This is an optimization exercise on Yosys and OpenROAD, whose aim is small area, not a production implementation.
In this exercise RTL edits were held to simulation tests only and were not proved equivalent to the original.

## run a
==> flow/design.v <==
module IncrementalEncoder ( clk, A, B, I, Position, Load, Idle, EnableIndex, CPRm1, CPR_enabled );
	input wire clk;
	input wire A, B, I;
	input wire [15:0] Load;
	input wire Idle;
	input wire EnableIndex;
	input wire [15:0] CPRm1;
	input wire CPR_enabled;
	output reg [15:0] Position;
	reg A_q, AB_q, I_q;
	wire AB = A ^ B;
	wire step = AB ^ AB_q;
	wire cw;
	wire [1:0] ccw;
	enc_xor2 u_dir (.A(A_q), .B(B), .Y(cw));
	enc_inv u_ccw0 (.A(cw), .Y(ccw[0]));
	enc_inv u_ccw1 (.A(cw), .Y(ccw[1]));
	wire index = I & ~I_q & EnableIndex;
	wire live = Idle & ~index;
	wire [15:0] t, nt;
	wire [15:0] nxt;	 
	wire [15:0] eq;		 
	assign t[0] = step;
	genvar i;
	generate
		for (i = 0; i < 16; i = i + 1) begin : bit_
			if (i % 2 == 0) begin : even
				wire q;		 
				enc_xor2  u_q (.A(Position[i]), .B(ccw[i/8]), .Y(q));
				enc_nand2 u_c (.A(t[i]), .B(q), .Y(nt[i+1]));
				enc_xor2  u_x (.A(Position[i]), .B(t[i]), .Y(nxt[i]));
			end else begin : odd
				if (i < 15) begin : carry
					wire nq;	 
					enc_xnor2 u_q (.A(Position[i]), .B(ccw[i/8]), .Y(nq));
					enc_nor2  u_c (.A(nt[i]), .B(nq), .Y(t[i+1]));
				end
				enc_xnor2 u_x (.A(Position[i]), .B(nt[i]), .Y(nxt[i]));
			end
			enc_xnor2 u_e (.A(Position[i]), .B(CPRm1[i]), .Y(eq[i]));
		end
	endgenerate
	wire [3:0] zero4;
	enc_nor4 u_z0 (.A(Position[0]),  .B(Position[1]),  .C(Position[2]),  .D(Position[3]),  .Y(zero4[0]));
	enc_nor4 u_z1 (.A(Position[4]),  .B(Position[5]),  .C(Position[6]),  .D(Position[7]),  .Y(zero4[1]));
	enc_nor4 u_z2 (.A(Position[8]),  .B(Position[9]),  .C(Position[10]), .D(Position[11]), .Y(zero4[2]));
	enc_nor4 u_z3 (.A(Position[12]), .B(Position[13]), .C(Position[14]), .D(Position[15]), .Y(zero4[3]));
	wire at_zero_n;
	enc_nand4 u_z (.A(zero4[0]), .B(zero4[1]), .C(zero4[2]), .D(zero4[3]), .Y(at_zero_n));
	wire [3:0] neq4;
	enc_nand4 u_e0 (.A(eq[0]),  .B(eq[1]),  .C(eq[2]),  .D(eq[3]),  .Y(neq4[0]));
	enc_nand4 u_e1 (.A(eq[4]),  .B(eq[5]),  .C(eq[6]),  .D(eq[7]),  .Y(neq4[1]));
	enc_nand4 u_e2 (.A(eq[8]),  .B(eq[9]),  .C(eq[10]), .D(eq[11]), .Y(neq4[2]));
	enc_nand4 u_e3 (.A(eq[12]), .B(eq[13]), .C(eq[14]), .D(eq[15]), .Y(neq4[3]));
	wire at_top;
	enc_nor4 u_eq (.A(neq4[0]), .B(neq4[1]), .C(neq4[2]), .D(neq4[3]), .Y(at_top));
	wire wrap_dn = step & ~cw & ~at_zero_n;	 
	wire wrap_up = step & cw & at_top;		 
	wire wrap_n = ~(live & CPR_enabled & wrap_dn);
	wire keep_n = ~(live & ~(CPR_enabled & (wrap_dn | wrap_up)));
	wire wrap, keep;
	enc_inv u_wrap (.A(wrap_n), .Y(wrap));		 
	enc_inv u_keep (.A(keep_n), .Y(keep));		 
	wire [15:0] d;
	generate
		for (i = 0; i < 16; i = i + 1) begin : mux_
			enc_ao221 u_m (.A1(keep), .A2(nxt[i]), .B1(wrap), .B2(CPRm1[i]), .C1(Load[i]), .X(d[i]));
		end
	endgenerate
	always @ (posedge clk) begin
		A_q <= A;
		AB_q <= AB;
		I_q <= I;
		Position <= d;
	end
endmodule
module enc_xor2 (input wire A, input wire B, output wire Y);
	assign Y = A ^ B;
endmodule
module enc_xnor2 (input wire A, input wire B, output wire Y);
	assign Y = ~(A ^ B);
endmodule
module enc_inv (input wire A, output wire Y);
	assign Y = ~A;
endmodule
module enc_nand2 (input wire A, input wire B, output wire Y);
	assign Y = ~(A & B);
endmodule
module enc_nor2 (input wire A, input wire B, output wire Y);
	assign Y = ~(A | B);
endmodule
module enc_or2n (input wire A, input wire B_N, output wire Y);
	assign Y = A | ~B_N;
endmodule
module enc_nand4 (input wire A, input wire B, input wire C, input wire D, output wire Y);
	assign Y = ~(A & B & C & D);
endmodule
module enc_nor4 (input wire A, input wire B, input wire C, input wire D, output wire Y);
	assign Y = ~(A | B | C | D);
endmodule
module enc_ao221 (input wire A1, input wire A2, input wire B1, input wire B2, input wire C1, output wire X);
	assign X = (A1 & A2) | (B1 & B2) | C1;
endmodule
module Heracles_encoders (
	input wire clk,
	input wire Reset,
	input wire A1, input wire B1, input wire I1,
	input wire A2, input wire B2, input wire I2,
	input wire A3, input wire B3, input wire I3,
	input wire A4, input wire B4, input wire I4,
	input wire [15:0] DataBus,
	input wire SetCPR,
	input wire SetPosition,
	input wire EnableIndex,
	output wire [15:0] Position1,
	output wire [15:0] Position2,
	output wire [15:0] Position3,
	output wire [15:0] Position4
	);
	reg [15:0] CPRm1;
	reg CPR_enabled;
	wire [15:0] DataBus_m1;
	wire [15:0] o, no;
	assign o[1] = DataBus[0];
	assign DataBus_m1[0] = ~DataBus[0];
	enc_xnor2 u_d1 (.A(DataBus[1]), .B(o[1]), .Y(DataBus_m1[1]));
	genvar i;
	generate
		for (i = 2; i < 16; i = i + 1) begin : dec_
			if (i % 2 == 0) begin : even
				enc_nor2  u_o (.A(o[i-1]), .B(DataBus[i-1]), .Y(no[i]));
				enc_xor2  u_d (.A(DataBus[i]), .B(no[i]), .Y(DataBus_m1[i]));
			end else begin : odd
				enc_or2n  u_o (.A(DataBus[i-1]), .B_N(no[i-1]), .Y(o[i]));
				enc_xnor2 u_d (.A(DataBus[i]), .B(o[i]), .Y(DataBus_m1[i]));
			end
		end
	endgenerate
	always @ (posedge clk) begin
		if (SetCPR)
			CPRm1 <= DataBus_m1;
		CPR_enabled <= !Reset && (CPR_enabled || SetCPR);
	end
	wire [15:0] Load = DataBus & {16{SetPosition & ~Reset}};
	wire Idle = ~Reset & ~SetPosition;
	IncrementalEncoder E1(.clk(clk), .A(A1), .B(B1), .I(I1), .Position(Position1), .Load(Load), .Idle(Idle), .EnableIndex(EnableIndex), .CPRm1(CPRm1), .CPR_enabled(CPR_enabled));
	IncrementalEncoder E2(.clk(clk), .A(A2), .B(B2), .I(I2), .Position(Position2), .Load(Load), .Idle(Idle), .EnableIndex(EnableIndex), .CPRm1(CPRm1), .CPR_enabled(CPR_enabled));
	IncrementalEncoder E3(.clk(clk), .A(A3), .B(B3), .I(I3), .Position(Position3), .Load(Load), .Idle(Idle), .EnableIndex(EnableIndex), .CPRm1(CPRm1), .CPR_enabled(CPR_enabled));
	IncrementalEncoder E4(.clk(clk), .A(A4), .B(B4), .I(I4), .Position(Position4), .Load(Load), .Idle(Idle), .EnableIndex(EnableIndex), .CPRm1(CPRm1), .CPR_enabled(CPR_enabled));
endmodule
==> flow/config.mk <==
export PLATFORM = sky130hd
export DESIGN_NAME = Heracles_encoders
export DESIGN_NICKNAME = Heracles_encoders
export VERILOG_FILES = /design/flow/design.v
export SDC_FILE = /design/flow/constraint.sdc
export NUM_CORES = 4
export LEC_CHECK = 0
export CAP_MARGIN = 20
export CORE_MARGIN = 2
export CORE_UTILIZATION = 40
export SLEW_MARGIN = 20
export SYNTH_HIERARCHICAL = 1
==> flow/constraint.sdc <==
create_clock -name core_clock -period 5.0 [get_ports {clk}]
set_input_delay 1.0000 -clock core_clock [delete_from_list [all_inputs] [get_ports {clk}]]
set_output_delay 1.0000 -clock core_clock [all_outputs]
set_load 0.01 [all_outputs]
standard.sh (not shown) runs the stock make flow with config.mk's settings and CLKGATE_MAP_FILE= SYNTH_SCRIPT=/design/flow/synth_recipe.tcl, a recipe that flattens the netlist after the stock synthesis.
==> flow/flow/run.sh <==
#!/bin/bash
# Layout flow: the standard flow (standard.sh) with two changes:
#  - synthesis maps the logic with an area-oriented ABC script (flow/abc_area.script)
#    instead of ORFS's speed script; everything else in synthesis is unchanged, so the
#    registers are those of the standard synthesis;
#  - the ports are buffered with the smallest buffer (buf_1);
#  - the clock tree uses clkbuf_8 and no dummy loads.
# Each tool's output goes to the ORFS logs under orfs/logs and to flow_*.log here.
set -euo pipefail
W=$PWD
# ORFS synth.tcl with the ABC script replaced
sed "s#^source \$::env(SCRIPTS_DIR)/synth_preamble.tcl#source \$::env(SCRIPTS_DIR)/synth_preamble.tcl\nset abc_args [lreplace \$abc_args 1 1 $W/flow/abc_area.script]#" \
  $FLOW_HOME/scripts/synth.tcl > $W/flow_synth.tcl
grep -q "flow/abc_area.script" $W/flow_synth.tcl
# The standard flow's synthesis wrapper, sourcing the script above
sed "s#source \$::env(SCRIPTS_DIR)/synth.tcl#source $W/flow_synth.tcl#" $W/synth_recipe.tcl > $W/flow_synth_recipe.tcl
grep -q "flow_synth.tcl" $W/flow_synth_recipe.tcl
sed "s#SYNTH_SCRIPT=[^ ]*#SYNTH_SCRIPT=$W/flow_synth_recipe.tcl#" $W/standard.sh > $W/flow_standard.sh
grep -q "flow_synth_recipe.tcl" $W/flow_standard.sh
export BUFFER_PORTS_ARGS="-buffer_cell sky130_fd_sc_hd__buf_1"
# Clock tree: clkbuf_8 buffers and no dummy loads.
export CTS_ARGS="-sink_clustering_enable -repair_clock_nets -buf_list sky130_fd_sc_hd__clkbuf_8 -dont_use_dummy_load"
bash $W/flow_standard.sh > $W/flow_standard.log 2>&1
==> flow/flow/abc_area.script <==
strash
&get -n
&fraig -x
&put
scorr
dc2
strash
&get -n
&dch -f
&nf -R 1000
&put
Relative to run a, the following input files were edited for run b:
-- flow/design.v --
<<< run a, line 11
	wire AB = A ^ B;
	wire step = AB ^ AB_q;
	wire cw;
	wire [1:0] ccw;
	enc_xor2 u_dir (.A(A_q), .B(B), .Y(cw));
	enc_inv u_ccw0 (.A(cw), .Y(ccw[0]));
	enc_inv u_ccw1 (.A(cw), .Y(ccw[1]));
	wire index = I & ~I_q & EnableIndex;
	wire live = Idle & ~index;
>>> run b, line 11
	wire AB = A ^ B;
	wire step = AB ^ AB_q;
	wire ccw;
	enc_xnor2 u_dir (.A(A_q), .B(B), .Y(ccw));
	wire index = I & ~I_q & EnableIndex;
	wire live = Idle & ~index;
<<< run a, line 27
			if (i % 2 == 0) begin : even
				wire q;		 
				enc_xor2  u_q (.A(Position[i]), .B(ccw[i/8]), .Y(q));
				enc_nand2 u_c (.A(t[i]), .B(q), .Y(nt[i+1]));
				enc_xor2  u_x (.A(Position[i]), .B(t[i]), .Y(nxt[i]));
>>> run b, line 24
			if (i % 2 == 0) begin : even
				wire q;		 
				enc_xor2  u_q (.A(Position[i]), .B(ccw), .Y(q));
				enc_nand2 u_c (.A(t[i]), .B(q), .Y(nt[i+1]));
				enc_xor2  u_x (.A(Position[i]), .B(t[i]), .Y(nxt[i]));
<<< run a, line 33
				if (i < 15) begin : carry
					wire nq;	 
					enc_xnor2 u_q (.A(Position[i]), .B(ccw[i/8]), .Y(nq));
					enc_nor2  u_c (.A(nt[i]), .B(nq), .Y(t[i+1]));
				end
>>> run b, line 30
				if (i < 15) begin : carry
					wire nq;	 
					enc_xnor2 u_q (.A(Position[i]), .B(ccw), .Y(nq));
					enc_nor2  u_c (.A(nt[i]), .B(nq), .Y(t[i+1]));
				end
<<< run a, line 55
	wire at_top;
	enc_nor4 u_eq (.A(neq4[0]), .B(neq4[1]), .C(neq4[2]), .D(neq4[3]), .Y(at_top));
	wire wrap_dn = step & ~cw & ~at_zero_n;	 
	wire wrap_up = step & cw & at_top;		 
	wire wrap_n = ~(live & CPR_enabled & wrap_dn);
	wire keep_n = ~(live & ~(CPR_enabled & (wrap_dn | wrap_up)));
	wire wrap, keep;
	enc_inv u_wrap (.A(wrap_n), .Y(wrap));		 
	enc_inv u_keep (.A(keep_n), .Y(keep));		 
	wire [15:0] d;
	generate
>>> run b, line 52
	wire at_top;
	enc_nor4 u_eq (.A(neq4[0]), .B(neq4[1]), .C(neq4[2]), .D(neq4[3]), .Y(at_top));
	wire wrap_dn = step & ccw & ~at_zero_n;	 
	wire wrap_up = step & ~ccw & at_top;	 
	wire wrap = live & CPR_enabled & wrap_dn;
	wire keep = live & ~(CPR_enabled & (wrap_dn | wrap_up));	 
	wire [15:0] d;
	generate
<<< run a, line 80
module enc_xnor2 (input wire A, input wire B, output wire Y);
	assign Y = ~(A ^ B);
endmodule
module enc_inv (input wire A, output wire Y);
	assign Y = ~A;
endmodule
module enc_nand2 (input wire A, input wire B, output wire Y);
>>> run b, line 74
module enc_xnor2 (input wire A, input wire B, output wire Y);
	assign Y = ~(A ^ B);
endmodule
module enc_nand2 (input wire A, input wire B, output wire Y);
Run b falls short of run a in net switching component of the power.
Between run b and run a, the clock network contribution to total cell area does not differ in any meaningful way.
On post-synthesis simple-gate area fraction, run b and run a are basically level.
Compare run b and run a | worst hold slack lower: run b
Design area, run b vs run a: up slightly
Diff run a -> run b | synthesized area per cell | up by a few percent
Compared with run a, run b shows count of cells along the worst register-to-register path lower by 1.
NOTE first-iteration DRC count run a->run b increased by more than 10%

[port drivers added, routing unchanged]
How much do the figures lean on ideal ports? The routed layouts below were timed once more, with nothing changed but the port constraints.
Step 1 sets driving cells, clkbuf_16 on the clock port and buf_2 on the other inputs (assumed; they add their load-dependent delay and slew).
Step 2 times the ports against the registers' clock, not the clock port: input delays grow and output delays shrink by t, the midpoint of the rising clock arrivals with the driver on.
a / b / c = ideal ports / drivers / drivers and shift; a / b = the first two.
| run | t (ns) | setup slack, ns | latest minus earliest clock arrival (ns) |
|---|---|---|---|
| run a | 0.403 | 0.633 / 0.646 / 0.243 | 0.027 / 0.027 |
| run b | 0.414 | 0.759 / 0.775 / 0.361 | 0.017 / 0.018 |
After both steps every run listed still meets setup and hold. For run b, which loses most, drivers alone change the setup slack by +0.016 ns; drivers and shift together by -0.398 ns.
